Source: an optimization exercise on an open RTL-to-GDS flow (aim: small area). Production flows keep margins and buffers that such runs may drop.
Function was checked by simulation only, so behaviour that the tests miss may differ from the original.
Power figures rest on the tool's default switching activity, not on a simulated workload.

Setup of the baseline:
Design gemm, start of the top module:
module gemm(A, B, C, D, Cout, clk);
    input [31:0] A;
    input [31:0] B;
    input [31:0] C;
    input [31:0] D;
    input clk;
    output reg [31:0] Cout;
    wire s1, s2;
    gemm_ha g2 (A[25], A[24], s1, s2);
    wire s3, s4;
    gemm_fa g4 (A[26], A[25], s2, s3, s4);
    wire s5, s6;
    gemm_fa g6 (A[27], A[26], s4, s5, s6);
    wire s7, s8;
    gemm_fa g8 (A[28], A[27], s6, s7, s8);
    wire s9, s10;
    gemm_fa g10 (A[29], A[28], s8, s9, s10);
    wire x11;
    gemm_x2 g11 (A[30], A[29], x11);
    wire x12;
    gemm_x2 g12 (x11, s10, x12);
    wire q13;
    gemm_nd g13 (B[24], B[25], q13);
    wire q14;
    gemm_and2 g14 (B[24], q13, q14);
    wire q15;
    gemm_and2 g15 (B[25], q13, q15);
    wire v16;
    gemm_inv g16 (q13, v16);
    wire p17;
    gemm_nd g17 (A[24], B[24], p17);
    wire p18;
    gemm_aoi g18 (q14, A[25], q15, A[24], v16, s1, p18);
    wire p19;
    gemm_aoi g19 (q14, A[26], q15, A[25], v16, s3, p19);
    wire p20;
    gemm_aoi g20 (q14, A[27], q15, A[26], v16, s5, p20);
    wire p21;
    gemm_aoi g21 (q14, A[28], q15, A[27], v16, s7, p21);
    wire p22;
    gemm_aoi g22 (q14, A[29], q15, A[28], v16, s9, p22);
    wire p23;
    gemm_aoi g23 (q14, A[30], q15, A[29], v16, x12, p23);
    wire q24;
    gemm_nd g24 (B[26], B[27], q24);
    wire q25;
    gemm_and2 g25 (B[26], q24, q25);
    wire q26;
    gemm_and2 g26 (B[27], q24, q26);
    wire v27;
    gemm_inv g27 (q24, v27);
    wire p28;
    gemm_nd g28 (A[24], B[26], p28);
    wire p29;
    gemm_aoi g29 (q25, A[25], q26, A[24], v27, s1, p29);
    wire p30;
    gemm_aoi g30 (q25, A[26], q26, A[25], v27, s3, p30);
    wire p31;
    gemm_aoi g31 (q25, A[27], q26, A[26], v27, s5, p31);
    wire p32;
    gemm_aoi g32 (q25, A[28], q26, A[27], v27, s7, p32);
    wire q33;
    gemm_nd g33 (B[28], B[29], q33);
    wire q34;
    gemm_and2 g34 (B[28], q33, q34);
    wire q35;
    gemm_and2 g35 (B[29], q33, q35);
    wire v36;
    gemm_inv g36 (q33, v36);
  ...
For scale: ~820 cells after synthesis, ~32 flip-flops, ~160 I/O pins, ~0.0090 sq mm of cells after synthesis.
==> flow/config.mk <==
export PLATFORM = sky130hd
export DESIGN_NAME = gemm
export DESIGN_NICKNAME = gemm
export VERILOG_FILES = /design/flow/design.v
export SDC_FILE = /design/flow/constraint.sdc
export NUM_CORES = 4
export LEC_CHECK = 0
export CAP_MARGIN = 20
export CORE_MARGIN = 2
export CORE_UTILIZATION = 40
export SLEW_MARGIN = 20
export SYNTH_HIERARCHICAL = 1
==> flow/constraint.sdc <==
create_clock -name core_clock -period 10.0 [get_ports {clk}]
set_input_delay 2.0000 -clock core_clock [delete_from_list [all_inputs] [get_ports {clk}]]
set_output_delay 2.0000 -clock core_clock [all_outputs]
set_load 0.01 [all_outputs]
standard.sh (not shown) runs the stock make flow with config.mk's settings and CLKGATE_MAP_FILE= SYNTH_SCRIPT=/design/flow/synth_recipe.tcl, a recipe that flattens the netlist after the stock synthesis.
==> flow/flow/run.sh <==
#!/bin/bash
# The standard layout (standard.sh) with two changes:
#  - the port buffers that global placement inserts use the smallest buffer cell;
#  - clock tree synthesis uses clkbuf_4 buffers and no dummy loads (32 flip-flops need no more).
# ORFS writes each step's full log under orfs/logs/; make's own output goes to standard.log.
set -euo pipefail
bash standard.sh \
  "BUFFER_PORTS_ARGS=-buffer_cell sky130_fd_sc_hd__buf_1" \
  "CTS_ARGS=-sink_clustering_enable -repair_clock_nets -dont_use_dummy_load -buf_list sky130_fd_sc_hd__clkbuf_4 -root_buf sky130_fd_sc_hd__clkbuf_4" \
  finish > standard.log 2>&1
Setup changes, the baseline to the candidate
==> flow/flow/run.sh <==
#!/bin/bash
# The standard layout, with the port buffers that global placement inserts made from the
# smallest buffer cell instead of the flow's default choice. Everything else is the standard flow's own flow.
set -euo pipefail
bash standard.sh "BUFFER_PORTS_ARGS=-buffer_cell sky130_fd_sc_hd__buf_1" finish > standard.log 2>&1
==> comparison <==
Looking at the baseline and the candidate, the final wirelength is a wash. Minimum clock period after layout: the candidate > the baseline. ~same sequential cell power in the baseline and the candidate. | maximum vdd drop | the baseline vs the candidate | ≈ equal |. The candidate vs. the baseline: worst relative slew slack -5.4 points, power after layout +about 3%, area growth from synthesis to final layout +1.0 points, fmax -about 2%, sequential cell area in the final layout ~0 delta. Comparing the baseline and the candidate, the lower setup slack was measured on the candidate. Comparing post-route clock period utilization for the baseline and the candidate, the smaller number came from the baseline.


gemm, a different RTL version from the one above (not shown whole).
For scale: ~32 flip-flops.
==> flow/config.mk <==
export PLATFORM = sky130hd
export DESIGN_NAME = gemm
export DESIGN_NICKNAME = gemm
export VERILOG_FILES = /design/flow/design.v
export SDC_FILE = /design/flow/constraint.sdc
export NUM_CORES = 4
export LEC_CHECK = 0
export CAP_MARGIN = 10
export CORE_MARGIN = 2
export CORE_UTILIZATION = 40
export CTS_BUF_LIST = sky130_fd_sc_hd__clkbuf_4
export GPL_TIMING_DRIVEN = 0
export PLACE_DENSITY = 0.5
export SLEW_MARGIN = 10
export SYNTH_HIERARCHICAL = 1
==> flow/constraint.sdc <==
create_clock -name core_clock -period 10.0 [get_ports {clk}]
set_input_delay 2.0000 -clock core_clock [delete_from_list [all_inputs] [get_ports {clk}]]
set_output_delay 2.0000 -clock core_clock [all_outputs]
set_load 0.01 [all_outputs]
run.sh (not shown) runs the stock make flow with config.mk's settings and CLKGATE_MAP_FILE= SYNTH_SCRIPT=/design/flow/synth_recipe.tcl, a recipe that flattens the netlist after the stock synthesis.
Stock flow here: none of the scripts above is used.
Next try:
==> flow/flow/run.sh (new file) <==
#!/bin/bash
# The standard layout (standard.sh) with two changes:
#  - the port buffers that global placement inserts use the smallest buffer cell;
#  - clock tree synthesis uses clkbuf_4 buffers and no dummy loads (32 flip-flops need no more).
# ORFS writes each step's full log under orfs/logs/; make's own output goes to standard.log.
set -euo pipefail
bash standard.sh \
  "BUFFER_PORTS_ARGS=-buffer_cell sky130_fd_sc_hd__buf_1" \
  "CTS_ARGS=-sink_clustering_enable -repair_clock_nets -dont_use_dummy_load -buf_list sky130_fd_sc_hd__clkbuf_4 -root_buf sky130_fd_sc_hd__clkbuf_4" \
  finish > standard.log 2>&1
==> flow/standard.sh (new file) <==
#!/bin/bash
# synth_recipe.tcl (not shown) runs the flow's synth.tcl, then flattens the netlist and writes it again
# the make line also repeats each setting of config.mk as NAME=value (left out here)
make -C /OpenROAD-flow-scripts/flow DESIGN_CONFIG=/design/flow/config.mk WORK_HOME=/design/flow/orfs CLKGATE_MAP_FILE= SYNTH_SCRIPT=/design/flow/synth_recipe.tcl "${@:-finish}"
Settings changed: CAP_MARGIN 10 to 20, CTS_BUF_LIST sky130_fd_sc_hd__clkbuf_4 to unset, SLEW_MARGIN 10 to 20.
removed: flow/run.sh
Effect: The new run passed the timing, DRC and antenna checks. Utilization went down by 4.8 points. Sequential power stays flat. Final area goes down by 9.4%. Non-clock buffer count went up by 3. Wire length is about the same. Via count climbs by about 0.44%. Power shrinks by 4.4%. Cell count is unchanged. Combinational power is lower by about 4%. First-iteration DRC count is higher by 4.1%.

## what the ideal ports hide
No port has a modelled driver above. Below, the same layouts with a new extraction and two added sets of constraints. Step 1 (the two cells are an assumption about what drives the block):
set clk [get_ports {clk}]
set_driving_cell -lib_cell sky130_fd_sc_hd__clkbuf_16 $clk
set_driving_cell -lib_cell sky130_fd_sc_hd__buf_2 [delete_from_list [all_inputs] $clk]
Step 2, shift: input delay + t, output delay - t, t = (earliest + latest rising clock arrival at the registers) / 2. This alone moves slack from input paths to output paths. Three values: ideal ports, drivers, drivers and shift; two values: the first two.
run | shift t [ns] | setup WS [ns] | worst setup path after step 2 | worst slew at a driven data input, ns | pins driven straight from the clock port
the baseline | 0.356 | 2.956 / 2.959 / 2.603 | input to register | 0.06 | 1
the candidate | 0.305 | 2.809 / 2.817 / 2.512 | input to register | 0.06 | 1
the first run of note 2 | 0.350 | 2.234 / 2.243 / 1.892 | input to register | 0.05 | 1
the second run of note 2 | 0.364 | 2.787 / 2.796 / 2.432 | input to register | 0.04 | 1
After both steps every run listed still meets setup and hold. For the second run of note 2, which loses most, drivers alone change the setup slack by +0.009 ns; drivers and shift together by -0.355 ns.
